Background: an optimization exercise with open tools, aiming at small area, a short achievable clock period and few clock cycles per item. Do not read the settings as production practice.
Only simulation tests tie the RTL to the original design; equivalence was not proved.

## design/flow/config.mk

```make
export PLATFORM = sky130hd
export DESIGN_NAME = cordic_top
export DESIGN_NICKNAME = cordic_top
export VERILOG_FILES = /design/flow/design.v
export SDC_FILE = /design/flow/constraint.sdc
export NUM_CORES = 4
export LEC_CHECK = 0
export CAP_MARGIN = 20
export CORE_MARGIN = 2
export CORE_UTILIZATION = 40
export PLACE_DENSITY = 0.6
export SETUP_SLACK_MARGIN = 3.1
export SLEW_MARGIN = 20
```

## design/flow/constraint.sdc

```tcl
create_clock -name core_clock -period 6.0 [get_ports {clk}]
set_input_delay 1.2000 -clock core_clock [delete_from_list [all_inputs] [get_ports {clk}]]
set_output_delay 1.2000 -clock core_clock [all_outputs]
set_load 0.01 [all_outputs]
```

## design/flow/design.v

```verilog
module fifo (
	input  logic clk,
	input  logic rst,
	input  logic put,           
	input  logic take,          
	input  logic [ 16:0 ] din,
	output logic [ 16:0 ] dout,
	output logic full,
	output logic full_c         
);
	always_ff @( posedge clk ) begin
		if ( put )
			dout <= din;
	end
	assign full_c = put | ( full & ~take );
	always_ff @( posedge clk, posedge rst ) begin
		if ( rst )
			full <= 1'b0;
		else
			full <= full_c;
	end
endmodule
module cordic_xy #(
	parameter SH = 0
)
(
	input  logic sgn,
	input  logic nsgn,
	input  logic [ 15:0 ] x_in,
	input  logic [ 15:0 ] y_in,
	output logic [ 15:0 ] x_out,
	output logic [ 15:0 ] y_out
);
	logic signed [ 15:0 ] xi, yi, xt, yt;
	assign xi = x_in;
	assign yi = y_in;
	assign xt = xi >>> SH;
	assign yt = yi >>> SH;
	cordic_add #( .W( 16 ) ) u_x ( .a( x_in ), .b( yt ^ { 16{ nsgn } } ), .cin( nsgn ), .s( x_out ) );
	cordic_add #( .W( 16 ) ) u_y ( .a( y_in ), .b( xt ^ { 16{ sgn } } ), .cin( sgn ), .s( y_out ) );
endmodule
module cordic_add #(
	parameter W = 16
)
(
	input  logic [ W-1:0 ] a,
	input  logic [ W-1:0 ] b,
	input  logic cin,
	output logic [ W-1:0 ] s
);
	localparam L = $clog2( W );
	logic [ W-1:0 ] g0, p0;
	logic [ W-1:0 ] g [ 0:L ];
	logic [ W-1:0 ] p [ 0:L ];
	assign p0 = a ^ b;
	assign g0 = a & b;
	assign g[ 0 ] = { g0[ W-1:1 ], g0[ 0 ] | ( p0[ 0 ] & cin ) };
	assign p[ 0 ] = p0;
	genvar l, i;
	for ( l = 0; l < L; l = l + 1 ) begin : g_lvl
		for ( i = 0; i < W; i = i + 1 ) begin : g_bit
			if ( i & ( 1 << l ) ) begin : g_op
				localparam int J = ( ( i >> l ) << l ) - 1;
				assign g[ l + 1 ][ i ] = g[ l ][ i ] | ( p[ l ][ i ] & g[ l ][ J ] );
				assign p[ l + 1 ][ i ] = p[ l ][ i ] & p[ l ][ J ];
			end
			else begin : g_pass
				assign g[ l + 1 ][ i ] = g[ l ][ i ];
				assign p[ l + 1 ][ i ] = p[ l ][ i ];
			end
		end
	end
	if ( W > 1 ) begin : g_sum
		assign s = p0 ^ { g[ L ][ W-2:0 ], cin };
	end
	else begin : g_sum1
		assign s = p0 ^ cin;
	end
endmodule
module cordic (
	input  logic clk,
	input  logic adv,
	input  logic in_f,
	input  logic [ 15:0 ] in_z,
	output logic [ 31:0 ] res
);
	logic [0:0] p1_f;
	logic [15:0] p1_z;
	logic c1_s0;
	logic [14:0] c1_z1;
	logic [0:0] p2_f;
	logic [0:0] p2_s0;
	logic [14:0] p2_z;
	logic c2_s1;
	logic [13:0] c2_z2;
	logic [0:0] p3_f;
	logic [0:0] p3_s0;
	logic [0:0] p3_s1;
	logic [13:0] p3_z;
	logic c3_s2;
	logic [12:0] c3_z3;
	logic [0:0] p4_f;
	logic [0:0] p4_s0;
	logic [0:0] p4_s1;
	logic [0:0] p4_s2;
	logic [12:0] p4_z;
	logic c4_s3;
	logic [11:0] c4_z4;
	logic [0:0] p5_f;
	logic [0:0] p5_s0;
	logic [0:0] p5_s1;
	logic [0:0] p5_s2;
	logic [0:0] p5_s3;
	logic [11:0] p5_z;
	logic c5_s4;
	logic [10:0] c5_z5;
	logic [0:0] p6_f;
	logic [0:0] p6_s0;
	logic [0:0] p6_s1;
	logic [0:0] p6_s2;
	logic [0:0] p6_s3;
	logic [0:0] p6_s4;
	logic [10:0] p6_z;
	logic c6_s5;
	logic [9:0] c6_z6;
	logic [6:0] c6_rom_a;
	logic [31:0] c6_rom_d;
	logic [9:0] p7_z;
	logic [15:0] p7_x;
	logic [15:0] p7_y;
	logic [0:0] p7_n;
	logic c7_s6;
	logic [8:0] c7_z7;
	logic [15:0] c7_x7, c7_y7;
	logic [8:0] p8_z;
	logic [15:0] p8_x;
	logic [15:0] p8_y;
	logic [0:0] p8_n;
	logic c8_s7;
	logic [8:0] c8_z8;
	logic [15:0] c8_x8, c8_y8;
	logic [8:0] p9_z;
	logic [15:0] p9_x;
	logic [15:0] p9_y;
	logic [0:0] p9_n;
	logic c9_s8;
	logic [7:0] c9_z9;
	logic [15:0] c9_x9, c9_y9;
	logic [7:0] p10_z;
	logic [15:0] p10_x;
	logic [15:0] p10_y;
	logic [0:0] p10_n;
	logic c10_s9;
	logic [6:0] c10_z10;
	logic [15:0] c10_x10, c10_y10;
	logic [6:0] p11_z;
	logic [15:0] p11_x;
	logic [15:0] p11_y;
	logic [0:0] p11_n;
	logic c11_s10;
	logic [5:0] c11_z11;
	logic [15:0] c11_x11, c11_y11;
	logic [5:0] p12_z;
	logic [15:0] p12_x;
	logic [15:0] p12_y;
	logic [0:0] p12_n;
	logic c12_s11;
	logic [4:0] c12_z12;
	logic [15:0] c12_x12, c12_y12;
	logic [4:0] p13_z;
	logic [15:0] p13_x;
	logic [15:0] p13_y;
	logic [0:0] p13_n;
	logic c13_s12;
	logic [4:0] c13_z13;
	logic [15:0] c13_x13, c13_y13;
	logic [4:0] p14_z;
	logic [15:0] p14_x;
	logic [15:0] p14_y;
	logic [0:0] p14_n;
	logic c14_s13;
	logic [4:0] c14_z14;
	logic c14_s14;
	logic [15:0] c14_x14, c14_y14;
	logic [0:0] p15_s14;
	logic [15:0] p15_x;
	logic [15:0] p15_y;
	logic [0:0] p15_n;
	logic [15:0] c15_x15, c15_y15;
	logic [0:0] p16_s14;
	logic [15:0] p16_x;
	logic [15:0] p16_y;
	logic [0:0] p16_n;
	logic [15:0] c16_x16, c16_y16;
	always_ff @( posedge clk ) if ( adv ) begin p1_f <= in_f; p1_z <= in_z; end
	assign c1_s0 = p1_z[15];
	cordic_add #( .W( 15 ) ) u_c1_z1 ( .a( p1_z[14:0] ), .b( 15'd12867 ^ { 15{ ~c1_s0 } } ), .cin( ~c1_s0 ), .s( c1_z1 ) );
	always_ff @( posedge clk ) if ( adv ) begin p2_f <= p1_f; p2_s0 <= c1_s0; p2_z <= c1_z1[14:0]; end
	assign c2_s1 = p2_z[14];
	cordic_add #( .W( 14 ) ) u_c2_z2 ( .a( p2_z[13:0] ), .b( 14'd7596 ^ { 14{ ~c2_s1 } } ), .cin( ~c2_s1 ), .s( c2_z2 ) );
	always_ff @( posedge clk ) if ( adv ) begin p3_f <= p2_f; p3_s0 <= p2_s0; p3_s1 <= c2_s1; p3_z <= c2_z2[13:0]; end
	assign c3_s2 = p3_z[13];
	cordic_add #( .W( 13 ) ) u_c3_z3 ( .a( p3_z[12:0] ), .b( 13'd4013 ^ { 13{ ~c3_s2 } } ), .cin( ~c3_s2 ), .s( c3_z3 ) );
	always_ff @( posedge clk ) if ( adv ) begin p4_f <= p3_f; p4_s0 <= p3_s0; p4_s1 <= p3_s1; p4_s2 <= c3_s2; p4_z <= c3_z3[12:0]; end
	assign c4_s3 = p4_z[12];
	cordic_add #( .W( 12 ) ) u_c4_z4 ( .a( p4_z[11:0] ), .b( 12'd2037 ^ { 12{ ~c4_s3 } } ), .cin( ~c4_s3 ), .s( c4_z4 ) );
	always_ff @( posedge clk ) if ( adv ) begin p5_f <= p4_f; p5_s0 <= p4_s0; p5_s1 <= p4_s1; p5_s2 <= p4_s2; p5_s3 <= c4_s3; p5_z <= c4_z4[11:0]; end
	assign c5_s4 = p5_z[11];
	cordic_add #( .W( 11 ) ) u_c5_z5 ( .a( p5_z[10:0] ), .b( 11'd1022 ^ { 11{ ~c5_s4 } } ), .cin( ~c5_s4 ), .s( c5_z5 ) );
	always_ff @( posedge clk ) if ( adv ) begin p6_f <= p5_f; p6_s0 <= p5_s0; p6_s1 <= p5_s1; p6_s2 <= p5_s2; p6_s3 <= p5_s3; p6_s4 <= c5_s4; p6_z <= c5_z5[10:0]; end
	assign c6_s5 = p6_z[10];
	cordic_add #( .W( 10 ) ) u_c6_z6 ( .a( p6_z[9:0] ), .b( 10'd511 ^ { 10{ ~c6_s5 } } ), .cin( ~c6_s5 ), .s( c6_z6 ) );
	assign c6_rom_a = { c6_s5, p6_s4, p6_s3, p6_s2, p6_s1, p6_s0, p6_f };
	localparam logic [ 4095:0 ] C6_ROM_TAB = {
		32'h09013f5c, 32'hf6fcc0a9, 32'hc0a40904, 32'h3f57f701,
		32'hd2b82d38, 32'h2d45d2c9, 32'hd2c8d2bb, 32'h2d372d48,
		32'hea223c25, 32'h15dcc3de, 32'hc3dbea25, 32'h3c2215dd,
		32'hc2c61297, 32'h3d39ed6a, 32'hed69c2c6, 32'h12963d3a,
		32'hf9213fa0, 32'h06dcc063, 32'hc061f924, 32'h3f9d06df,
		32'hc8fc20ae, 32'h3703df52, 32'hdf51c8fd, 32'h20ad3704,
		32'hdbff34e7, 32'h23fecb1a, 32'hcb19dc02, 32'h34e623ff,
		32'hc01502f3, 32'h3fecfd0e, 32'hfd0dc014, 32'h02f43feb,
		32'h010c3ffc, 32'hfef3c007, 32'hc004010d, 32'h3ff9fef6,
		32'hcd72273a, 32'h328dd8c5, 32'hd8c6cd73, 32'h2739328e,
		32'he2d038f3, 32'h1d2ec70e, 32'hc70de2d1, 32'h38f21d2f,
		32'hc0ef0ad2, 32'h3f12f52d, 32'hf52ec0ef, 32'h0ad33f11,
		32'hf1443e45, 32'h0ebbc1bc, 32'hc1baf145, 32'h3e440ebc,
		32'hc5581994, 32'h3aa9e66c, 32'he66dc557, 32'h19933aa8,
		32'hd5b33003, 32'h2a4ccffc, 32'hcffdd5b4, 32'h30042a4d,
		32'hc037faf6, 32'h3fcc0509, 32'h050ac034, 32'hfaf93fc9,
		32'h05093fcc, 32'hfaf6c037, 32'hc034050a, 32'h3fc9faf9,
		32'hcffc2a4c, 32'h3003d5b3, 32'hd5b4cffd, 32'h2a4d3004,
		32'he66c3aa9, 32'h1994c558, 32'hc557e66d, 32'h3aa81993,
		32'hc1bc0ebb, 32'h3e45f144, 32'hf145c1ba, 32'h0ebc3e44,
		32'hf52d3f12, 32'h0ad2c0ef, 32'hc0eff52e, 32'h3f110ad3,
		32'hc70e1d2e, 32'h38f3e2d0, 32'he2d1c70d, 32'h1d2f38f2,
		32'hd8c5328d, 32'h273acd72, 32'hcd73d8c6, 32'h328e2739,
		32'hc007fef3, 32'h3ffc010c, 32'h010dc004, 32'hfef63ff9,
		32'hfd0e3fec, 32'h02f3c015, 32'hc014fd0d, 32'h3feb02f4,
		32'hcb1a23fe, 32'h34e7dbff, 32'hdc02cb19, 32'h23ff34e6,
		32'hdf523703, 32'h20aec8fc, 32'hc8fddf51, 32'h370420ad,
		32'hc06306dc, 32'h3fa0f921, 32'hf924c061, 32'h06df3f9d,
		32'hed6a3d39, 32'h1297c2c6, 32'hc2c6ed69, 32'h3d3a1296,
		32'hc3de15dc, 32'h3c25ea22, 32'hea25c3db, 32'h15dd3c22,
		32'hd2c92d45, 32'h2d38d2b8, 32'hd2bbd2c8, 32'h2d482d37,
		32'hc0a9f6fc, 32'h3f5c0901, 32'h0904c0a4, 32'hf7013f57
	};
	assign c6_rom_d = C6_ROM_TAB[ c6_rom_a * 32 +: 32 ];
	always_ff @( posedge clk ) if ( adv ) begin p7_z <= c6_z6[9:0]; p7_x <= c6_rom_d[31:16]; p7_y <= c6_rom_d[15:0]; p7_n <= ~c6_z6[9]; end
	assign c7_s6 = p7_z[9];
	cordic_add #( .W( 9 ) ) u_c7_z7 ( .a( p7_z[8:0] ), .b( 9'd255 ^ { 9{ ~c7_s6 } } ), .cin( ~c7_s6 ), .s( c7_z7 ) );
	cordic_xy #( .SH( 6 ) ) u_c7_xy6 ( .sgn( c7_s6 ), .nsgn( p7_n ), .x_in( p7_x ), .y_in( p7_y ), .x_out( c7_x7 ), .y_out( c7_y7 ) );
	always_ff @( posedge clk ) if ( adv ) begin p8_z <= c7_z7[8:0]; p8_x <= c7_x7; p8_y <= c7_y7; p8_n <= ~c7_z7[8]; end
	assign c8_s7 = p8_z[8];
	cordic_add #( .W( 9 ) ) u_c8_z8 ( .a( p8_z[8:0] ), .b( 9'd127 ^ { 9{ ~c8_s7 } } ), .cin( ~c8_s7 ), .s( c8_z8 ) );
	cordic_xy #( .SH( 7 ) ) u_c8_xy7 ( .sgn( c8_s7 ), .nsgn( p8_n ), .x_in( p8_x ), .y_in( p8_y ), .x_out( c8_x8 ), .y_out( c8_y8 ) );
	always_ff @( posedge clk ) if ( adv ) begin p9_z <= c8_z8[8:0]; p9_x <= c8_x8; p9_y <= c8_y8; p9_n <= ~c8_z8[8]; end
	assign c9_s8 = p9_z[8];
	cordic_add #( .W( 8 ) ) u_c9_z9 ( .a( p9_z[7:0] ), .b( 8'd63 ^ { 8{ ~c9_s8 } } ), .cin( ~c9_s8 ), .s( c9_z9 ) );
	cordic_xy #( .SH( 8 ) ) u_c9_xy8 ( .sgn( c9_s8 ), .nsgn( p9_n ), .x_in( p9_x ), .y_in( p9_y ), .x_out( c9_x9 ), .y_out( c9_y9 ) );
	always_ff @( posedge clk ) if ( adv ) begin p10_z <= c9_z9[7:0]; p10_x <= c9_x9; p10_y <= c9_y9; p10_n <= ~c9_z9[7]; end
	assign c10_s9 = p10_z[7];
	cordic_add #( .W( 7 ) ) u_c10_z10 ( .a( p10_z[6:0] ), .b( 7'd31 ^ { 7{ ~c10_s9 } } ), .cin( ~c10_s9 ), .s( c10_z10 ) );
	cordic_xy #( .SH( 9 ) ) u_c10_xy9 ( .sgn( c10_s9 ), .nsgn( p10_n ), .x_in( p10_x ), .y_in( p10_y ), .x_out( c10_x10 ), .y_out( c10_y10 ) );
	always_ff @( posedge clk ) if ( adv ) begin p11_z <= c10_z10[6:0]; p11_x <= c10_x10; p11_y <= c10_y10; p11_n <= ~c10_z10[6]; end
	assign c11_s10 = p11_z[6];
	cordic_add #( .W( 6 ) ) u_c11_z11 ( .a( p11_z[5:0] ), .b( 6'd15 ^ { 6{ ~c11_s10 } } ), .cin( ~c11_s10 ), .s( c11_z11 ) );
	cordic_xy #( .SH( 10 ) ) u_c11_xy10 ( .sgn( c11_s10 ), .nsgn( p11_n ), .x_in( p11_x ), .y_in( p11_y ), .x_out( c11_x11 ), .y_out( c11_y11 ) );
	always_ff @( posedge clk ) if ( adv ) begin p12_z <= c11_z11[5:0]; p12_x <= c11_x11; p12_y <= c11_y11; p12_n <= ~c11_z11[5]; end
	assign c12_s11 = p12_z[5];
	cordic_add #( .W( 5 ) ) u_c12_z12 ( .a( p12_z[4:0] ), .b( 5'd7 ^ { 5{ ~c12_s11 } } ), .cin( ~c12_s11 ), .s( c12_z12 ) );
	cordic_xy #( .SH( 11 ) ) u_c12_xy11 ( .sgn( c12_s11 ), .nsgn( p12_n ), .x_in( p12_x ), .y_in( p12_y ), .x_out( c12_x12 ), .y_out( c12_y12 ) );
	always_ff @( posedge clk ) if ( adv ) begin p13_z <= c12_z12[4:0]; p13_x <= c12_x12; p13_y <= c12_y12; p13_n <= ~c12_z12[4]; end
	assign c13_s12 = p13_z[4];
	cordic_add #( .W( 5 ) ) u_c13_z13 ( .a( p13_z[4:0] ), .b( 5'd3 ^ { 5{ ~c13_s12 } } ), .cin( ~c13_s12 ), .s( c13_z13 ) );
	cordic_xy #( .SH( 12 ) ) u_c13_xy12 ( .sgn( c13_s12 ), .nsgn( p13_n ), .x_in( p13_x ), .y_in( p13_y ), .x_out( c13_x13 ), .y_out( c13_y13 ) );
	always_ff @( posedge clk ) if ( adv ) begin p14_z <= c13_z13[4:0]; p14_x <= c13_x13; p14_y <= c13_y13; p14_n <= ~c13_z13[4]; end
	assign c14_s13 = p14_z[4];
	cordic_add #( .W( 5 ) ) u_c14_z14 ( .a( p14_z[4:0] ), .b( 5'd1 ^ { 5{ ~c14_s13 } } ), .cin( ~c14_s13 ), .s( c14_z14 ) );
	assign c14_s14 = c14_z14[4];
	cordic_xy #( .SH( 13 ) ) u_c14_xy13 ( .sgn( c14_s13 ), .nsgn( p14_n ), .x_in( p14_x ), .y_in( p14_y ), .x_out( c14_x14 ), .y_out( c14_y14 ) );
	always_ff @( posedge clk ) if ( adv ) begin p15_s14 <= c14_s14; p15_x <= c14_x14; p15_y <= c14_y14; p15_n <= ~c14_s14; end
	cordic_xy #( .SH( 14 ) ) u_c15_xy14 ( .sgn( p15_s14 ), .nsgn( p15_n ), .x_in( p15_x ), .y_in( p15_y ), .x_out( c15_x15 ), .y_out( c15_y15 ) );
	always_ff @( posedge clk ) if ( adv ) begin p16_s14 <= p15_s14; p16_x <= c15_x15; p16_y <= c15_y15; p16_n <= ~p15_s14; end
	cordic_xy #( .SH( 15 ) ) u_c16_xy15 ( .sgn( p16_s14 ), .nsgn( p16_n ), .x_in( p16_x ), .y_in( p16_y ), .x_out( c16_x16 ), .y_out( c16_y16 ) );
	assign res = { c16_x16, c16_y16 };
endmodule
module cordic_top (
	input logic clk,
	input logic rst,
	input logic signed [ 31:0 ] in_din,
	input logic in_we,
	input logic out_re,
	output logic in_full,
	output logic signed [ 1:0 ] [ 15:0 ] out_dout,
	output logic out_empty
);
	localparam logic signed [ 31:0 ]
		PI       = 32'sd51472,
		TWO_PI   = 32'sd102944,
		HALF_PI  = 32'sd25736,
		THREE_HALF_PI = 32'sd77208;
	localparam logic [ 15:0 ] PI_LO = 16'd51472, TWO_PI_LO = 16'd37408;  
	localparam logic [ 31:0 ] RES_ZERO = { 16'sd16383, 16'sd2 };
	logic accept, adv, stuck;
	logic signed [ 31:0 ] r, src;
	logic [ 16:0 ] e_dout;
	logic e_full, e_full_c;
	logic busy, busy_c, far_in, far_q, big_q, cy, step_lo_en;
	logic [ 1:0 ] ph;
	logic [ 20:0 ] lo_sum;
	logic [ 19:0 ] k_lo;
	localparam logic [ 19:0 ]
		K2  = 20'd102944,      
		K8  = 20'd411776,      
		K2N = 20'd945632,      
		K8N = 20'd636800;      
	assign far_in = ( in_din > TWO_PI ) || ( in_din < -TWO_PI );
	assign k_lo = r[ 31 ] ? ( big_q ? K8 : K2 ) : ( big_q ? K8N : K2N );
	cordic_add #( .W( 21 ) ) u_step ( .a( { 1'b0, r[ 19:0 ] } ), .b( { 1'b0, k_lo } ), .cin( 1'b0 ), .s( lo_sum ) );
	assign step_lo_en = busy & ( ph == 2'd0 ) & far_q;
	always_ff @( posedge clk ) begin
		if ( accept )
			r[ 19:0 ] <= in_din[ 19:0 ];
		else if ( step_lo_en )
			r[ 19:0 ] <= lo_sum[ 19:0 ];
	end
	always_ff @( posedge clk ) begin
		if ( accept )
			r[ 31:20 ] <= in_din[ 31:20 ];
		else if ( busy && ph == 2'd1 )
			r[ 31:20 ] <= r[ 31 ] ? r[ 31:20 ] + { 11'd0, cy } : r[ 31:20 ] - { 11'd0, ~cy };
	end
	always_ff @( posedge clk ) begin
		cy <= lo_sum[ 20 ];
		if ( accept ) begin
			far_q <= far_in;
			big_q <= ( in_din >= 32'sd1048576 ) || ( in_din < -32'sd1048576 );
		end
		else if ( ph == 2'd2 ) begin
			far_q <= ( r > TWO_PI ) || ( r < -TWO_PI );
			big_q <= ( r >= 32'sd1048576 ) || ( r < -32'sd1048576 );
		end
	end
	always_ff @( posedge clk, posedge rst ) begin
		if ( rst )
			ph <= 2'd0;
		else if ( accept )
			ph <= 2'd0;
		else if ( step_lo_en || ph != 2'd0 )
			ph <= ( ph == 2'd2 ) ? 2'd0 : ph + 2'd1;
	end
	assign busy_c = accept ? far_in : ( busy & ( ph != 2'd0 || far_q ) );
	logic signed [ 17:0 ] rs;
	logic sub2, sub1, add2, add1;
	logic [ 15:0 ] z_k, z_red;
	logic f_red;
	assign src = accept ? in_din : r;
	assign rs = src[ 17:0 ];
	always_ff @( posedge clk ) begin
		sub2 <= rs >= THREE_HALF_PI;
		sub1 <= ( rs > HALF_PI ) && ( rs < THREE_HALF_PI );
		add2 <= rs <= -THREE_HALF_PI;
		add1 <= ( rs < -HALF_PI ) && ( rs > -THREE_HALF_PI );
	end
	assign z_k = ( { 16{ sub2 } } & ( -TWO_PI_LO ) ) | ( { 16{ sub1 } } & ( -PI_LO ) ) |
		( { 16{ add2 } } & TWO_PI_LO ) | ( { 16{ add1 } } & PI_LO );
	cordic_add #( .W( 16 ) ) u_red ( .a( e_full ? e_dout[ 15:0 ] : r[ 15:0 ] ), .b( e_full ? 16'd0 : z_k ),
		.cin( 1'b0 ), .s( z_red ) );
	assign f_red = e_full ? e_dout[ 16 ] : ( sub1 | add1 );
	logic p_f;
	logic [ 15:0 ] p_z;
	logic [ 31:0 ] res;
	assign adv = ( accept | e_full ) & ~stuck;
	fifo
	hold_inst (
		.clk( clk ),
		.rst( rst ),
		.put( accept & stuck ),
		.take( adv ),
		.din( { f_red, z_red } ),
		.dout( e_dout ),
		.full( e_full ),
		.full_c( e_full_c )
	);
	assign { p_f, p_z } = { f_red, z_red };
	cordic
	cordic_inst (
		.clk( clk ),
		.adv( adv ),
		.in_f( p_f ),
		.in_z( p_z ),
		.res( res )
	);
	logic [ 4:0 ] cnt;       
	logic word_zero, word_res0;
	always_ff @( posedge clk, posedge rst ) begin
		if ( rst )
			cnt <= 5'd0;
		else if ( adv && cnt != 5'd17 )
			cnt <= cnt + 5'd1;
	end
	assign word_zero = cnt < 5'd16;
	assign word_res0 = cnt == 5'd16;
	always_ff @( posedge clk ) begin
		if ( adv ) begin
			if ( word_zero )
				out_dout <= 32'h0;
			else if ( word_res0 )
				out_dout <= RES_ZERO;
			else
				out_dout <= res;
		end
	end
	logic out_valid, in_open;
	assign stuck = out_valid & ~out_re;
	assign accept = in_we & in_open;
	always_ff @( posedge clk, posedge rst ) begin
		if ( rst ) begin
			out_empty <= 1'b1;
			out_valid <= 1'b0;
			busy <= 1'b0;
			in_full <= 1'b0;
			in_open <= 1'b1;
		end
		else begin
			if ( adv ) begin
				out_empty <= 1'b0;
				out_valid <= 1'b1;
			end
			else if ( out_re ) begin
				out_empty <= 1'b1;
				out_valid <= 1'b0;
			end
			busy <= busy_c;
			in_full <= busy_c | busy | e_full_c;
			in_open <= ~( busy_c | busy | e_full_c );
		end
	end
endmodule
```

## design/flow/run.sh

```bash
#!/bin/bash
# synth_recipe.tcl (not shown) runs the flow's synth.tcl, then flattens the netlist and writes it again
# the make line also repeats each setting of config.mk as NAME=value (left out here)
make -C /OpenROAD-flow-scripts/flow DESIGN_CONFIG=/design/flow/config.mk WORK_HOME=/design/flow/orfs CLKGATE_MAP_FILE= SYNTH_SCRIPT=/design/flow/synth_recipe.tcl finish
```

==> results of run 1 <==
[path summary, 6_finish.rpt]
path                                                    start                       endpoint  slack, ns  depth (start not counted)
worst max register to register                r[31]$_DFFE_PP_                r[30]$_DFFE_PP_       3.05                         13
min in group asynchronous                                 rst             cnt[0]$_DFFE_PP0P_       0.95                          2
worst min register to register  cordic_inst.p2_z[0]$_DFFE_PP_  cordic_inst.p3_z[0]$_DFFE_PP_       0.42                          0
worst min-delay path            cordic_inst.p2_z[0]$_DFFE_PP_  cordic_inst.p3_z[0]$_DFFE_PP_       0.42                          0
max in group asynchronous                                 rst       hold_inst.full$_DFF_PP0_       4.52                          2
worst max-delay path                          r[31]$_DFFE_PP_                r[30]$_DFFE_PP_       3.05                         13
[kinds of logic after synthesis]
logic type / share of synthesized area
XOR/XNOR: 0.0994
multiplexers: 0.0165
buffers and inverters: 0.0304
AND/OR/NAND/NOR: 0.0890
AO/OA/AOI/OAI: 0.134
flip-flops: 0.439
adder cells (fa/ha/maj): 0.192
[what timing repair did]
item | in CTS | in global routing
setup endpoints to repair | 731 | 229
setup buffers | 101 | 53
resized for setup | 105 | 167
gates cloned | 3 | 1
pin swaps | 45 | 79
[stage by stage]
stage | TNS (ns) | util | setup slack (ns) | hold WS [ns]
floorplan | -2057.60 | - | -4.40 | 0.400
global placement | 0 | 0.428 | 1.75 | 0.404
detailed placement | 0 | 0.428 | 1.68 | 0.405
CTS | 0 | 0.465 | 3.02 | 0.412
global route | 0 | 0.478 | 2.95 | 0.427
finish | 0 | 0.478 | 3.05 | 0.418
[critical path, stage by stage, from the launching register on]
cell	delay [ns]
edfxtp_1	0.44
inv_4	0.08
buf_12	0.13
ha_4	0.24
inv_1	0.05
ha_4	0.17
fa_2	0.41
a21o_1	0.18
a21oi_2	0.17
o21a_1	0.18
o21ai_1	0.10
a31oi_1	0.23
xor2_1	0.22
o21ai_0	0.09
[area by class of cell]
class,instances,area (um^2),share of cell area
timing repair buffer,261,2530,0.0529
tap,1298,1620,0.0340
sequential,592,17700,0.369
timing repair inverter,1,5.00,0.000105
clock inverter,34,394,0.00824
multi-input combinational,2641,23000,0.480
clock buffer,90,1850,0.0386
inverter,205,796,0.0166
[metal layers]
metal	routed length, um	vias up	GRT usage
li1	-	13400	-
met1	38600	13200	0.221
met2	45600	745	0.307
met3	4970	206	0.0297
met4	2950	0	0.0649
met5	0	-	0
[cell usage after synthesis, drive strengths merged (11+ instances only)]
cell,n
ha,414
o31ai,18
and3,20
nand2b,66
o311ai,16
inv,204
o21bai,24
edfxtp,574
a21boi,18
buf,45
fa,127
a21o,65
nor3,60
or4,18
nor4,18
a31oi,49
mux2i,28
nand3,45
nor2b,40
nand2,202
and2,17
o31a,20
o211ai,30
dfrtp,11
a211oi,32
nand4,13
xnor2,179
mux2,16
o21a,58
clkbuf,64
nor2,210
a21oi,228
o21ai,198
xor2,278
==> flow_summary_export.csv, run 1 <==
group,metric,value,unit
status,status,"no timing/DRC/antenna violations",
sta,rsz0062_at_grt,"true",
synth,async_reset_ff_frac,0.0220,
place,postPlaceCellArea,42800,um^2
synth,ys_seq_elements,592,
sta,finalMaxSlewViolations,0,
grt,grt_pass1_vias,27500,
routing,wirelength,92.1,mm
sta,slew-limit-headroom,0.358,
synth,synth_edf_count,574,
place,place_congestion,0.958,
routing,viasPerCell,5.39,
sta,clock_skew,0.0606,ns
grt,antenna_found_initial,0,
cells_and_area,nNetsFinal,4349,
routing,drt_iter0_drc,1935,
die,boundaryPins,70,
grt,grt_use_total,0.177,
routing,num_vias,27600,
synth,synth.net_count,4123,
die,initial_core_util,0.403,
routing,drt-wirelength-per-cell,18.0,um
worst_setup_path,required,6.37,ns
cells_and_area,fill_cells,8962,
synth,synth_top_area_cell,"edfxtp_1",
synth,yosysUniqueCellTypes,88,
worst_setup_path,end_kind,"flip-flop",
synth,yosysSeqAreaShare,0.439,
clock_tree,clk_pin_slew,0.06,ns
grt,grt_max_degree,152,
place,dp.cells,4840,
clock_tree,holdBufCountCts,0,
grt,grt_pass1_wl,146,mm
worst_setup_path,path_max_fanout,3,
cells_and_area,layoutNonFillerInstCount,5122,
sta,setup_viol,0,
die,die_h,321,um
cells_and_area,most-common-layout-cells,"edfxtp_1 (574), ha_1 (390), xor2_1 (246)",
cells_and_area,drive_above_1_share,0.144,
synth,syn_area,40300,um^2
synth,synthFlopType,"edfxtp_1",
worst_setup_path,crit_arrival,3.32,ns
routing,drc_errors,0,
cells_and_area,reg_top3,"out_dout (32), r (32), hold_inst.dout (17)",
sta,finalHoldViolCount,0,
flow_run,maxCapViolCount,0,
die,rows,116,
place,portBuffers,69,
synth,yosysWarnings,42,
clock_tree,cts_buffer_depth,3,
die,die_area,103000,um^2
routing,ant_nets,0,
sta,max_freq,339,MHz
cells_and_area,fin_area,47800,um^2
clock_tree,root_buffer,"clkbuf_16",
sta,tightest_slew,0.963,ns
clock_tree,h-tree-depth,3,
synth,yosysTopAreaCellShare,0.428,
cells_and_area,area_growth,18.7,%
worst_setup_path,startpoint_type,"flip-flop",
clock_tree,clock_sinks,592,
place,dpl.hpwl,65.3,mm
clock_tree,worstSkewPairLatency,0.65,ns
synth,syn_avg_cell_area,11.4,um^2
hold_path,hp-class,"flip-flop to flip-flop",
cells_and_area,diodes,0,
grt,grt_overflow_total,0,
clock_tree,cts_buffers,70,
clock_tree,cts_tree,"done",
sta,fin_crit,2.95,ns
synth,syn_inst,3546,
sta,fin_crit_sh,0.491,
synth,synthTopCellsByArea,"edfxtp_1 (43%), ha_1 (13%), fa_1 (6.3%), xor2_1 (6.0%), xnor2_1 (3.9%)",
routing,dr.pass1.iters,6,
worst_setup_path,path_class,"flip-flop to flip-flop",
die,fp.dieW,321,um
die,core,100000,um^2
cells_and_area,final_common_cell,"edfxtp_1",
Testbench counts, summed over its fixed seeds: cycles 8,192, items 8,192.
==> run 2: changes to the inputs <==
--- a/design/flow/config.mk
+++ b/design/flow/config.mk
@@ -7,7 +7,7 @@
 export LEC_CHECK = 0
 export CAP_MARGIN = 20
 export CORE_MARGIN = 2
-export CORE_UTILIZATION = 40
-export PLACE_DENSITY = 0.6
-export SETUP_SLACK_MARGIN = 3.1
+export CORE_UTILIZATION = 50
+export PLACE_DENSITY = 0.65
+export SETUP_SLACK_MARGIN = 3.0
 export SLEW_MARGIN = 20
==> run 2 against run 1 <==
  * Core utilization up 10 points
  * Die area is 20% lower
  * Final area down 2.5%
  * Setup slack got worse by 0.025 ns
  * Critical path type unchanged
  * Highest routed layer unchanged
==> flow_summary_export.csv, run 2 <==
group,metric,value,unit
status,status,"no timing/DRC/antenna violations",
sta,fin_crit_sh,0.496,
cells_and_area,most-common-layout-cells,"edfxtp_1 (574), ha_1 (402), xor2_1 (256)",
worst_setup_path,startpoint_type,"flip-flop",
grt,grt_use_total,0.218,
synth,synth_most_common_cell,"edfxtp_1",
sta,finalMaxSlewViolations,0,
clock_tree,cts_tree,"done",
die,die_h,288,um
hold_path,hp-class,"flip-flop to flip-flop",
place,portBuffers,69,
sta,fin_crit,2.97,ns
sta,finalHoldViolCount,0,
worst_setup_path,end_kind,"flip-flop",
worst_setup_path,reg2regPathDepth,11,
worst_setup_path,required,6.38,ns
routing,wirelength,90.7,mm
grt,antenna_found_initial,0,
hold_path,hold_depth,0,
routing,num_vias,27300,
synth,synth_edf_count,574,
synth,yosysUniqueCellTypes,88,
cells_and_area,area_growth,15.7,%
sta,max_freq,336,MHz
routing,dr.pass1.iters,5,
routing,drt_iter0_drc,1949,
synth,syn_area,40300,um^2
grt,met1_usage,0.292,
cells_and_area,fill_cells,6685,
grt,grt_pass1_wl,143,mm
die,boundaryPins,70,
clock_tree,clk_pin_slew,0.06,ns
synth,netlist_top_cells_count,"edfxtp_1 (574), ha_1 (414), xor2_1 (278), a21oi_1 (227), nor2_1 (210)",
routing,drt-wirelength-per-cell,18.7,um
sta,clock_skew,0.0268,ns
synth,synthFlopType,"edfxtp_1",
die,initial_core_util,0.502,
worst_setup_path,r2r_end,"out_dout[24]$_SDFFCE_PN0P_",
synth,syn_inst,3546,
grt,grt_pass1_vias,26800,
die,fp.dieW,288,um
clock_tree,h-tree-depth,3,
worst_setup_path,path_class,"flip-flop to flip-flop",
worst_setup_path,path_max_fanout,5,
cells_and_area,drive_above_1_share,0.120,
clock_tree,holdBufCountCts,0,
grt,use_met2,0.357,
synth,synth_top_area_cell,"edfxtp_1",
synth,async_reset_ff_frac,0.0220,
synth,synthTopCellsByArea,"edfxtp_1 (43%), ha_1 (13%), fa_1 (6.3%), xor2_1 (6.0%), xnor2_1 (3.9%)",
synth,syn_avg_cell_area,11.4,um^2
die,rows,104,
grt,top_usage_layer,"met2",
die,core,80200,um^2
clock_tree,cts_buffers,68,
synth,yosysSeqAreaShare,0.439,
clock_tree,root_buffer,"clkbuf_16",
routing,drc_errors,0,
worst_setup_path,r2r-start,"cordic_inst.p16_n$_DFFE_PP_",
clock_tree,clock_sinks,592,
sta,tightest_slew,0.985,ns
sta,rsz0062_at_grt,"true",
grt,grt_max_degree,85,
hold_path,hold_end,"cordic_inst.p4_f$_DFFE_PP_",
routing,ant_nets,0,
place,dpl.hpwl,65.3,mm
synth,yosysTopAreaCellShare,0.428,
synth,ys_seq_elements,592,
sta,setup_viol,0,
hold_path,hp-start,"cordic_inst.p3_f$_DFFE_PP_",
cells_and_area,reg_top3,"out_dout (32), r (32), hold_inst.dout (17)",
worst_setup_path,critical_path.startpoint,"cordic_inst.p16_n$_DFFE_PP_",
worst_setup_path,r2r_slack,3.03,ns
cells_and_area,diodes,0,
worst_setup_path,crit_arrival,3.35,ns
cells_and_area,nNetsFinal,4327,
sta,slew-limit-headroom,0.343,
flow_run,maxCapViolCount,0,
place,place_congestion,0.992,
cells_and_area,fin_util,0.581,
cells_and_area,final_common_cell,"edfxtp_1",
synth,synth.net_count,4123,
grt,grt_overflow_total,0,
sta,fin_setup_tns,0,ns
synth,yosysWarnings,42,
routing,viasPerCell,5.62,
clock_tree,worstSkewPairLatency,0.62,ns
die,die_area,82800,um^2
grt,grt.met3_usage,0.0295,
clock_tree,cts_buffer_depth,3,
[run 2: layout make-up]
type	instances	area, um^2	area share
Clock inverter	31	369	0.00792
Clock buffer	92	1900	0.0409
Sequential cell	592	17700	0.379
Timing Repair Buffer	242	2300	0.0494
Multi-Input combinational cell	2640	22200	0.477
Tap cell	1060	1330	0.0285
Timing Repair inverter	1	5.00	0.000107
Inverter	205	791	0.0170
[run 2: worst max-delay path by stage]
| stage | slack [ns] | cells past startpoint | to |
|---|---|---|---|
| after floorplan | -4.41 | 11 | cnt[2]$_DFFE_PP0P_ |
| after global placement | 1.78 | 7 | cordic_inst.p10_z[3]$_DFFE_PP_ |
| after detailed placement | 1.75 | 7 | cordic_inst.p10_z[4]$_DFFE_PP_ |
| after CTS | 2.96 | 10 | cordic_inst.p12_y[15]$_DFFE_PP_ |
| after global routing | 2.90 | 11 | out_dout[24]$_SDFFCE_PN0P_ |
| final | 3.03 | 11 | out_dout[24]$_SDFFCE_PN0P_ |
[run 2: cell families after synthesis]
kind of cell,share of synthesized area
AOI/OAI and AO/OA,0.134
and+or+nand+nor,0.0890
xor gates and xnor gates,0.0994
adders and majority gates,0.192
buffers and inverters,0.0304
DFF,0.439
muxes,0.0165
[run 2: timing repair]
| action | in CTS | in global routing |
|---|---|---|
| gates cloned | 2 | 1 |
| hold endpoints to repair | 0 | 0 |
| gates resized for setup | 67 | 94 |
| pin swaps | 8 | 45 |
| setup buffers | 73 | 54 |
| endpoints found under the setup margin | 698 | 78 |
[run 2: per-stage QoR]
step / instance area [um^2] / hold WS (ns) / worst slack [ns] / std cells
after floorplan: 40500 / 0.400 / -4.41 / 3546
final: 46600 / 0.419 / 3.03 / 4863
after global placement: 42500 / 0.403 / 1.78 / 4610
after detailed placement: 42500 / 0.406 / 1.75 / 4610
after CTS: 45700 / 0.420 / 2.96 / 4808
after global routing: 46600 / 0.424 / 2.90 / 4863
[run 2: worst max-delay path: stages, from the launching register on]
cell	delay, ns
edfxtp_1	0.48
xor2_4	0.30
inv_2	0.09
fa_2	0.43
nor2b_4	0.14
o31a_1	0.21
o21ai_1	0.10
nand2b_1	0.11
a21oi_2	0.07
o21bai_1	0.16
fa_2	0.45
o21a_1	0.19
[run 2: routing by layer]
metal | wire [um] | vias up
met1 | 39700 | 13000
met4 | 3650 | 0
met5 | 0 | -
met2 | 42700 | 749
li1 | - | 13400
met3 | 4680 | 221
==> run 3: changes to the inputs <==
--- a/design/flow/config.mk
+++ b/design/flow/config.mk
@@ -9,5 +9,6 @@
 export CORE_MARGIN = 2
 export CORE_UTILIZATION = 50
 export PLACE_DENSITY = 0.65
-export SETUP_SLACK_MARGIN = 3.0
+export SETUP_SLACK_MARGIN = 3.2
 export SLEW_MARGIN = 20
+export TNS_END_PERCENT = 40
==> run 3 against run 2 <==
  * First-iteration DRC count grew 27%
  * Still clean
  * Routed wire length grew 4.3%
  * Via count grew 2.8%
  * Critical path type unchanged
  * Highest routed layer unchanged
==> flow_summary_export.csv, run 3 <==
group,metric,value,unit
cells_and_area,fin_area,48000,um^2
synth,synth_most_common_cell,"edfxtp_1",
place,dp.cells,4605,
sta,fin_setup_tns,0,ns
synth,synthXorXnorAreaFrac,0.0994,
die,die_h,288,um
worst_setup_path,end_kind,"flip-flop",
cells_and_area,area_growth,19.1,%
synth,synth.net_count,4123,
worst_setup_path,crit_arrival,3.33,ns
routing,dr.pass1.iters,6,
sta,max_freq,338,MHz
clock_tree,clock_sinks,592,
place,place_congestion,1.01,
sta,fin_crit_sh,0.492,
synth,yosysTopAreaCellShare,0.428,
place,dpl.hpwl,65.0,mm
clock_tree,h-tree-depth,3,
cells_and_area,layoutNonFillerInstCount,4925,
hold_path,hp-start,"cordic_inst.p3_f$_DFFE_PP_",
grt,grt_overflow_total,0,
place,portBuffers,69,
worst_setup_path,startpoint_type,"flip-flop",
cells_and_area,drive_above_1_share,0.162,
hold_path,hp-class,"flip-flop to flip-flop",
routing,num_vias,28100,
sta,fin_crit,2.95,ns
clock_tree,worstSkewPairLatency,0.63,ns
synth,yosysSeqAreaShare,0.439,
synth,syn_avg_cell_area,11.4,um^2
synth,synthFlopType,"edfxtp_1",
worst_setup_path,path_max_fanout,5,
clock_tree,holdBufCountCts,0,
routing,drt-wirelength-per-cell,19.2,um
routing,wirelength,94.6,mm
synth,synth_compound_area_frac,0.134,
sta,rsz0062_at_grt,"true",
worst_setup_path,r2r-start,"cordic_inst.p16_n$_DFFE_PP_",
synth,synth-adder-area-share,0.192,
synth,netlist_top_cells_count,"edfxtp_1 (574), ha_1 (414), xor2_1 (278), a21oi_1 (227), nor2_1 (210)",
clock_tree,root_buffer,"clkbuf_16",
synth,syn_inst,3546,
routing,viasPerCell,5.70,
synth,synthSimpleGateAreaFrac,0.0890,
cells_and_area,diodes,0,
hold_path,hold_end,"cordic_inst.p4_f$_DFFE_PP_",
grt,grt_pass1_wl,143,mm
synth,synth_edf_count,574,
die,boundaryPins,70,
worst_setup_path,path_class,"flip-flop to flip-flop",
sta,finalHoldWorstSlack,0.404,ns
routing,drc_errors,0,
sta,slew-limit-headroom,0.353,
sta,setup_viol,0,
clock_tree,cts_buffers,71,
sta,finalMaxSlewViolations,0,
cells_and_area,most-common-layout-cells,"edfxtp_1 (574), ha_1 (388), xor2_1 (249)",
synth,yosysUniqueCellTypes,88,
grt,grt_max_degree,107,
die,die_area,82800,um^2
flow_run,maxCapViolCount,0,
status,status,"no timing/DRC/antenna violations",
hold_path,hold_depth,0,
worst_setup_path,r2r_slack,3.05,ns
grt,grt_pass1_vias,26800,
cells_and_area,final_common_cell,"edfxtp_1",
sta,clock_skew,0.0269,ns
synth,ys_seq_elements,592,
worst_setup_path,r2r_end,"out_dout[24]$_SDFFCE_PN0P_",
synth,muxShareOfSynthArea,0.0165,
worst_setup_path,required,6.37,ns
synth,syn_area,40300,um^2
cells_and_area,reg_top3,"out_dout (32), r (32), hold_inst.dout (17)",
sta,tightest_slew,0.970,ns
cells_and_area,nNetsFinal,4385,
die,core,80200,um^2
clock_tree,cts_buffer_depth,3,
synth,synthTopCellsByArea,"edfxtp_1 (43%), ha_1 (13%), fa_1 (6.3%), xor2_1 (6.0%), xnor2_1 (3.9%)",
routing,ant_nets,0,
die,rows,104,
grt,antenna_found_initial,0,
sta,finalHoldViolCount,0,
clock_tree,cts_tree,"done",
grt,grt_use_total,0.219,
synth,async_reset_ff_frac,0.0220,
routing,drt_iter0_drc,2481,
die,fp.dieW,288,um
place,postPlaceCellArea,42200,um^2
synth,synth_top_area_cell,"edfxtp_1",
synth,yosysWarnings,42,
worst_setup_path,reg2regPathDepth,12,
die,initial_core_util,0.502,
clock_tree,clk_pin_slew,0.06,ns
synth,synth_top_family_by_area,"adder cells",
-- run 3: cell counts after synthesis --
Identical to the previous run, type by type.
-- run 3: what timing repair did --
action,in CTS,in global routing
pin swaps,12,134
cloned,3,7
setup endpoints to repair,764,489
hold endpoints to repair,0,0
buffers inserted,50,130
resized for setup,83,309
-- run 3: layer usage --
layer	part of all wire	global-route usage	routed length, um
met1	0.44	0.301	41300
met2	0.46	0.347	44000
met3	0.060	0.0343	5650
met4	0.040	0.0887	3760
met5	0	0	0
-- run 3: logic make-up (layout without fill, tap and decap cells) --
| logic type | count (synthesis) | after routing |
|---|---|---|
| adders and majority gates | 541 | 541 |
| and+or+nand+nor | 745 | 746 |
| AOI/OAI and AO/OA | 844 | 844 |
| muxes | 53 | 53 |
| buffers and inverters | 314 | 632 |
| xor gates and xnor gates | 457 | 457 |
| DFF | 592 | 592 |
-- run 3: per-stage QoR --
stage	worst slack [ns]	utilization
CTS	2.91	0.566
floorplan	-4.45	-
global placement	1.65	0.527
detailed placement	1.61	0.527
finish	3.05	0.598
global route	2.84	0.598
-- run 3: how the worst max path moves through the flow --
stage                                 endpoint                            start  slack (ns)
3_3_place_gp    cordic_inst.p10_z[1]$_DFFE_PP_                            in_we        1.65
2_1_floorplan               cnt[2]$_DFFE_PP0P_                            in_we       -4.45
3_5_place_dp    cordic_inst.p10_z[1]$_DFFE_PP_                            in_we        1.61
6_report            out_dout[24]$_SDFFCE_PN0P_      cordic_inst.p16_n$_DFFE_PP_        3.05
4_1_cts        cordic_inst.p10_y[15]$_DFFE_PP_    cordic_inst.p9_z[8]$_DFFE_PP_        2.91
5_1_grt             out_dout[25]$_SDFFCE_PN0P_  cordic_inst.p16_y[15]$_DFFE_PP_        2.84
-- run 3: layout make-up --
class,instances,area (um^2)
Clock buffer,85,1870
Clock inverter,45,457
Fill cell,6585,32200
Inverter,205,816
Multi-Input combinational cell,2641,23000
Sequential cell,592,17700
Tap cell,1060,1330
Timing Repair Buffer,297,2840
-- run 3: worst max-delay path, stage by stage, from the launching register on --
cell	delay [ns]
edfxtp_1	0.43
xor2_2	0.21
buf_6	0.18
inv_6	0.04
fa_2	0.41
nor2b_4	0.13
o31a_1	0.23
o21ai_1	0.10
nand2b_1	0.12
a21oi_2	0.08
o21bai_2	0.17
fa_2	0.44
o21a_1	0.17
==> run 4: changes to the inputs <==
==> design/flow/config.mk (replaced) <==
export PLATFORM = sky130hd
export DESIGN_NAME = cordic_top
export DESIGN_NICKNAME = cordic_top
export VERILOG_FILES = /design/flow/design.v
export SDC_FILE = /design/flow/constraint.sdc
export NUM_CORES = 4
export LEC_CHECK = 0
export CAP_MARGIN = 5
export CORE_MARGIN = 2
export CORE_UTILIZATION = 50
export PLACE_DENSITY = 0.65
export SETUP_SLACK_MARGIN = 3.0
export SLEW_MARGIN = 5
==> run 4 against run 3 <==
  * Setup slack worse by 0.019 ns
  * Global-route usage hardly changed
  * Final area is 2.8% lower
  * Maximum frequency is 0.66% lower
  * Still clean on timing, DRC and antenna
==> flow_summary_export.csv, run 4 <==
group,metric,value,unit
die,boundaryPins,70,
worst_setup_path,crit_arrival,3.35,ns
synth,ys_seq_elements,592,
status,status,"no timing/DRC/antenna violations",
routing,ant_nets,0,
cells_and_area,most-common-layout-cells,"edfxtp_1 (574), ha_1 (402), xor2_1 (256)",
synth,async_reset_ff_frac,0.0220,
cells_and_area,nNetsFinal,4327,
worst_setup_path,path_max_fanout,5,
sta,tightest_slew,0.985,ns
routing,drt-wirelength-per-cell,18.7,um
sta,finalMaxSlewViolations,0,
place,dpl.hpwl,65.3,mm
worst_setup_path,end_kind,"flip-flop",
die,die_h,288,um
clock_tree,h-tree-depth,3,
grt,grt_use_total,0.218,
die,fp.dieW,288,um
routing,num_vias,27300,
cells_and_area,drive_above_1_share,0.120,
routing,drt_iter0_drc,1949,
synth,synth_top_area_cell,"edfxtp_1",
synth,netlist_top_cells_count,"edfxtp_1 (574), ha_1 (414), xor2_1 (278), a21oi_1 (227), nor2_1 (210)",
worst_setup_path,startpoint_type,"flip-flop",
worst_setup_path,path_common_cell,"fa_2",
cells_and_area,diodes,0,
clock_tree,cts_buffer_depth,3,
synth,syn_area,40300,um^2
die,initial_core_util,0.502,
clock_tree,root_buffer,"clkbuf_16",
synth,yosysWarnings,42,
sta,clock_skew,0.0268,ns
routing,viasPerCell,5.62,
sta,max_freq,336,MHz
clock_tree,cts_tree,"done",
place,postPlaceCellArea,42500,um^2
grt,grt_pass1_vias,26800,
place,place_congestion,0.992,
synth,yosysSeqAreaShare,0.439,
clock_tree,holdBufCountCts,0,
sta,finalHoldViolCount,0,
routing,drc_errors,0,
sta,slew-limit-headroom,0.343,
cells_and_area,final_common_cell,"edfxtp_1",
synth,yosysUniqueCellTypes,88,
clock_tree,clk_pin_slew,0.06,ns
clock_tree,worstSkewPairLatency,0.62,ns
cells_and_area,fin_area,46600,um^2
grt,grt_max_degree,85,
synth,syn_avg_cell_area,11.4,um^2
worst_setup_path,path_class,"flip-flop to flip-flop",
cells_and_area,reg_top3,"out_dout (32), r (32), hold_inst.dout (17)",
clock_tree,cts_buffers,68,
synth,synthFlopType,"edfxtp_1",
die,core,80200,um^2
cells_and_area,area_growth,15.7,%
sta,fin_setup_tns,0,ns
routing,dr.pass1.iters,5,
worst_setup_path,slowest_stage,"edfxtp_1",
sta,fin_crit,2.97,ns
place,portBuffers,69,
synth,yosysTopAreaCellShare,0.428,
clock_tree,clock_sinks,592,
worst_setup_path,critical_path.cell_chain,"xor2_4, inv_2, fa_2, nor2b_4, o31a_1, o21ai_1, nand2b_1, a21oi_2, o21bai_1, fa_2, o21a_1",
grt,antenna_found_initial,0,
die,rows,104,
grt,grt_pass1_wl,143,mm
die,die_area,82800,um^2
synth,syn_inst,3546,
synth,synth_most_common_cell,"edfxtp_1",
grt,grt_overflow_total,0,
synth,synth_edf_count,574,
routing,wirelength,90.7,mm
worst_setup_path,required,6.38,ns
sta,fin_crit_sh,0.496,
flow_run,maxCapViolCount,0,
hold_path,hp-class,"flip-flop to flip-flop",
sta,setup_viol,0,
worst_setup_path,cpPeakStageDelay,0.48,ns
synth,synthTopCellsByArea,"edfxtp_1 (43%), ha_1 (13%), fa_1 (6.3%), xor2_1 (6.0%), xnor2_1 (3.9%)",
synth,synth.net_count,4123,
sta,rsz0062_at_grt,"true",
[run 4: changes by cell type in the layout (fill, tap and decap cells not counted), sizes merged, moves of 2 or more]
cell      delta
inv          -4
buf         -54
clkinvlp     -2
clkinv       -7
clkbuf       +5
[run 4: kinds of logic after synthesis]
logic type	Yosys count	synth area share
compound gates	844	0.134
xor+xnor	457	0.0994
fa+ha+maj	541	0.192
buf+inv	314	0.0304
flops	592	0.439
mux	53	0.0165
simple gates	745	0.0890
[run 4: cell type report]
| type | count | area (um^2) |
|---|---|---|
| fill | 6685 | 33500 |
| timing repair inverter | 1 | 5.00 |
| inverter | 205 | 791 |
| sequential | 592 | 17700 |
| tap | 1060 | 1330 |
| clock buffer | 92 | 1900 |
| multi-input combinational | 2640 | 22200 |
| clock inverter | 31 | 369 |
| timing repair buffer | 242 | 2300 |
[run 4: stage by stage]
stage,hold slack (ns),util,std cells,setup WS (ns)
2_1_floorplan,0.400,-,3546,-4.41
3_3_place_gp,0.403,0.530,4610,1.78
3_5_place_dp,0.406,0.530,4610,1.75
4_1_cts,0.420,0.570,4808,2.96
5_1_grt,0.424,0.581,4863,2.90
6_report,0.419,0.581,4863,3.03
[run 4: repair_timing]
action,CTS,global route
gates resized for setup,67,94
gates cloned,2,1
buffers inserted,73,54
pin swaps,8,45
endpoints found under the setup margin,698,78
[run 4: per-layer routing]
layer | routed length [um] | part of all wire | GRT usage
met1 | 39700 | 0.44 | 0.292
met2 | 42700 | 0.47 | 0.357
met3 | 4680 | 0.052 | 0.0295
met4 | 3650 | 0.040 | 0.0931
met5 | 0 | 0 | 0
[run 4: path summary, 6_finish.rpt]
path | end | slack (ns) | startpoint | cells after the start
min | cordic_inst.p4_f$_DFFE_PP_ | 0.42 | cordic_inst.p3_f$_DFFE_PP_ | 0
max in group asynchronous | hold_inst.full$_DFF_PP0_ | 4.64 | rst | 2
max | out_dout[24]$_SDFFCE_PN0P_ | 3.03 | cordic_inst.p16_n$_DFFE_PP_ | 11
min reg2reg | cordic_inst.p4_f$_DFFE_PP_ | 0.42 | cordic_inst.p3_f$_DFFE_PP_ | 0
max reg2reg | out_dout[24]$_SDFFCE_PN0P_ | 3.03 | cordic_inst.p16_n$_DFFE_PP_ | 11
min in group asynchronous | cnt[0]$_DFFE_PP0P_ | 0.93 | rst | 2
[run 4: worst max-delay path: cells and delay by family, from the launching register on]
| kind | cells | cell delay [ns] |
|---|---|---|
| fa+ha+maj | 2 | 0.88 |
| compound gates | 5 | 0.73 |
| flops | 1 | 0.48 |
| xor+xnor | 1 | 0.30 |
| simple gates | 2 | 0.25 |
| buf+inv | 1 | 0.09 |
==> run 5: changes to the inputs <==
==> design/flow/config.mk (replaced) <==
export PLATFORM = sky130hd
export DESIGN_NAME = cordic_top
export DESIGN_NICKNAME = cordic_top
export VERILOG_FILES = /design/flow/design.v
export SDC_FILE = /design/flow/constraint.sdc
export NUM_CORES = 4
export LEC_CHECK = 0
export CAP_MARGIN = 20
export CORE_MARGIN = 2
export CORE_UTILIZATION = 40
export PLACE_DENSITY = 0.6
export SETUP_SLACK_MARGIN = 3.0
export SLEW_MARGIN = 20
==> run 5 against run 4 <==
  * Sequential share of layout area about the same
  * Critical endpoint is now cordic_inst.p7_y[10]$_DFFE_PP_
  * Global-route usage decreased by 4.1 points
  * Routed wire length increased by 1.1%
  * Maximum frequency increased by 0.35%
  * Highest routed layer is now met5
  * Synthesized area unchanged
  * Largest cell class unchanged
==> flow_summary_export.csv, run 5 <==
group,metric,value,unit
synth,synthTopCellsByArea,"edfxtp_1 (43%), ha_1 (13%), fa_1 (6.3%), xor2_1 (6.0%), xnor2_1 (3.9%)",
flow_run,maxCapViolCount,0,
synth,syn_area,40300,um^2
sta,fin_crit,2.96,ns
worst_setup_path,reg2regPathDepth,7,
clock_tree,worstSkewPairLatency,0.62,ns
cells_and_area,fill_cells,8969,
sta,fin_crit_sh,0.494,
cells_and_area,nNetsFinal,4311,
sta,rsz0062_at_grt,"true",
place,dpl.hpwl,66.3,mm
routing,dr.pass1.iters,5,
worst_setup_path,startpoint_type,"flip-flop",
routing,num_vias,27400,
clock_tree,root_buffer,"clkbuf_16",
clock_tree,cts_tree,"done",
routing,ant_nets,0,
clock_tree,clock_sinks,592,
synth,synth_top_area_cell,"edfxtp_1",
routing,drt-wirelength-per-cell,18.0,um
routing,drc_errors,0,
routing,wirelength,91.7,mm
cells_and_area,fin_area,46700,um^2
status,status,"no timing/DRC/antenna violations",
cells_and_area,fin_util,0.467,
grt,grt_pass1_vias,27600,
die,die_area,103000,um^2
grt,grt_max_degree,102,
synth,yosysSeqAreaShare,0.439,
synth,yosysWarnings,42,
place,portBuffers,69,
hold_path,hp-start,"cordic_inst.p2_f$_DFFE_PP_",
place,postPlaceCellArea,42700,um^2
sta,clock_skew,0.0215,ns
worst_setup_path,r2r_end,"cordic_inst.p7_y[10]$_DFFE_PP_",
die,core,100000,um^2
die,fp.dieW,321,um
place,post-place-ws,1.71,ns
place,place_congestion,0.920,
grt,antenna_found_initial,2,
routing,drt_iter0_drc,1946,
sta,slew-limit-headroom,0.400,
synth,synth_edf_count,574,
worst_setup_path,path_class,"flip-flop to flip-flop",
die,rows,116,
synth,yosysUniqueCellTypes,88,
clock_tree,h-tree-depth,3,
clock_tree,clk_pin_slew,0.06,ns
hold_path,hold_end,"cordic_inst.p3_f$_DFFE_PP_",
synth,synthFlopType,"edfxtp_1",
synth,synth_most_common_cell,"edfxtp_1",
sta,finalMaxSlewViolations,0,
synth,syn_avg_cell_area,11.4,um^2
sta,tightest_slew,0.897,ns
grt,grt_overflow_total,0,
worst_setup_path,end_kind,"flip-flop",
synth,syn_inst,3546,
cells_and_area,final_common_cell,"edfxtp_1",
cells_and_area,reg_top3,"out_dout (32), r (32), hold_inst.dout (17)",
synth,synth.net_count,4123,
synth,ys_seq_elements,592,
sta,setup_viol,0,
worst_setup_path,r2r-start,"cordic_inst.p6_f$_DFFE_PP_",
worst_setup_path,required,6.35,ns
sta,finalHoldViolCount,0,
cells_and_area,area_growth,15.8,%
cells_and_area,seqCellArea,17700,um^2
synth,netlist_top_cells_count,"edfxtp_1 (574), ha_1 (414), xor2_1 (278), a21oi_1 (227), nor2_1 (210)",
sta,timing.final.ws_setup,3.04,ns
cells_and_area,drive_above_1_share,0.116,
cells_and_area,multi_input_area,22200,um^2
hold_path,hp-class,"flip-flop to flip-flop",
grt,grt_pass1_wl,147,mm
die,boundaryPins,70,
worst_setup_path,crit_arrival,3.31,ns
die,initial_core_util,0.403,
worst_setup_path,r2r_slack,3.04,ns
grt,grt_use_total,0.178,
clock_tree,cts_buffers,71,
synth,async_reset_ff_frac,0.0220,
worst_setup_path,path_max_fanout,13,
sta,max_freq,337,MHz
clock_tree,holdBufCountCts,0,
clock_tree,cts_buffer_depth,3,
die,die_h,321,um
cells_and_area,most-common-layout-cells,"edfxtp_1 (574), ha_1 (402), xor2_1 (256)",
routing,viasPerCell,5.39,
hold_path,hold_depth,0,
synth,yosysTopAreaCellShare,0.428,
-- run 5: cell count changes in the layout (fill, tap and decap cells not counted), sizes merged, moves of 2 or more --
cell    previous run  this run
clkbuf            93        90
buf              171       154
bufinv             6         4
clkinv            22        28
-- run 5: worst max-delay path by stage --
stage	from	slack, ns	depth (start not counted)	end
after global placement	in_we	1.73	9	sub1$_DFF_P_
after floorplan	in_we	-4.41	11	cnt[2]$_DFFE_PP0P_
after global routing	r[31]$_DFFE_PP_	2.90	13	r[30]$_DFFE_PP_
final	cordic_inst.p6_f$_DFFE_PP_	3.04	7	cordic_inst.p7_y[10]$_DFFE_PP_
after detailed placement	in_we	1.71	8	cnt[4]$_DFFE_PP0P_
after CTS	cordic_inst.p6_s1$_DFFE_PP_	2.91	8	cordic_inst.p7_x[7]$_DFFE_PP_
-- run 5: area by class of cell --
type                       instances  share of cell area
sequential                       592               0.379
multi-input combinational       2640               0.476
tap                             1298              0.0348
clock inverter                    36             0.00748
clock buffer                      88              0.0399
inverter                         205              0.0170
timing repair buffer             224              0.0457
antenna                            1           0.0000536
-- run 5: timing repair --
item                                    in CTS  in global routing
setup buffers                               74                 39
pin swaps                                   10                 40
resized for setup                           54                103
endpoints found under the setup margin     692                 79
cloned                                       0                  1
-- run 5: kinds of logic (layout without fill, tap and decap cells) --
group,Yosys count,in the layout,synth area share
other cells,0,1,0
mux,53,53,0.0165
simple gates,745,745,0.0890
compound gates,844,844,0.134
xor+xnor,457,457,0.0994
fa+ha+maj,541,541,0.192
flops,592,592,0.439
buf+inv,314,553,0.0304
-- run 5: metal layers --
layer  vias to the layer above  wire [um]  track usage
met5                         -         16            0
met4                         2       3130       0.0605
met3                       205       4500       0.0263
met2                       700      45800        0.312
met1                     13200      38300        0.223
li1                      13400          -            -
-- run 5: metrics by stage --
step,hold slack (ns),TNS [ns],instances
2_1_floorplan,0.400,-2060.69,3546
3_3_place_gp,0.405,0,4845
3_5_place_dp,0.410,0,4845
4_1_cts,0.416,0,5043
5_1_grt,0.438,0,5083
6_report,0.416,0,5084
-- run 5: critical path, stage by stage (launching register included) --
cell and delay [ns]:
edfxtp_1 0.40, buf_12 0.17, clkinvlp_4 0.16, ha_4 0.37, nor2b_1 0.15, o21ai_0 0.63
a31oi_1 0.27, mux4_2 0.54

separate check: timing with driven ports:
No port has a modelled driver above. Below, the same layouts with a new extraction and two added sets of constraints.
Step 1, drivers: a clkbuf_16 drives clk and a buf_2 each remaining input, both assumed.
Step 2 times the ports against the registers' clock, not the clock port: input delays grow and output delays shrink by t, the midpoint of the rising clock arrivals with the driver on.
Three values: no drivers, after step 1, after step 2; two values: the first two.
run | t, ns | setup WS [ns] | worst setup path after step 2 | worst register clock-pin slew, ns
run 1 | 0.686 | 3.051 / 3.051 / 2.696 | input to register | 0.06 / 0.06
run 2 | 0.666 | 3.026 / 3.026 / 2.557 | input to register | 0.06 / 0.06
run 3 | 0.682 | 3.045 / 3.045 / 2.625 | input to register | 0.06 / 0.06
run 4 | 0.666 | 3.026 / 3.026 / 2.557 | input to register | 0.06 / 0.06
run 5 | 0.683 | 3.036 / 3.036 / 2.527 | input to register | 0.06 / 0.06
After both steps every run listed still meets setup and hold. For run 5, which loses most, drivers alone change the setup slack by 0.000 ns; drivers and shift together by -0.509 ns.
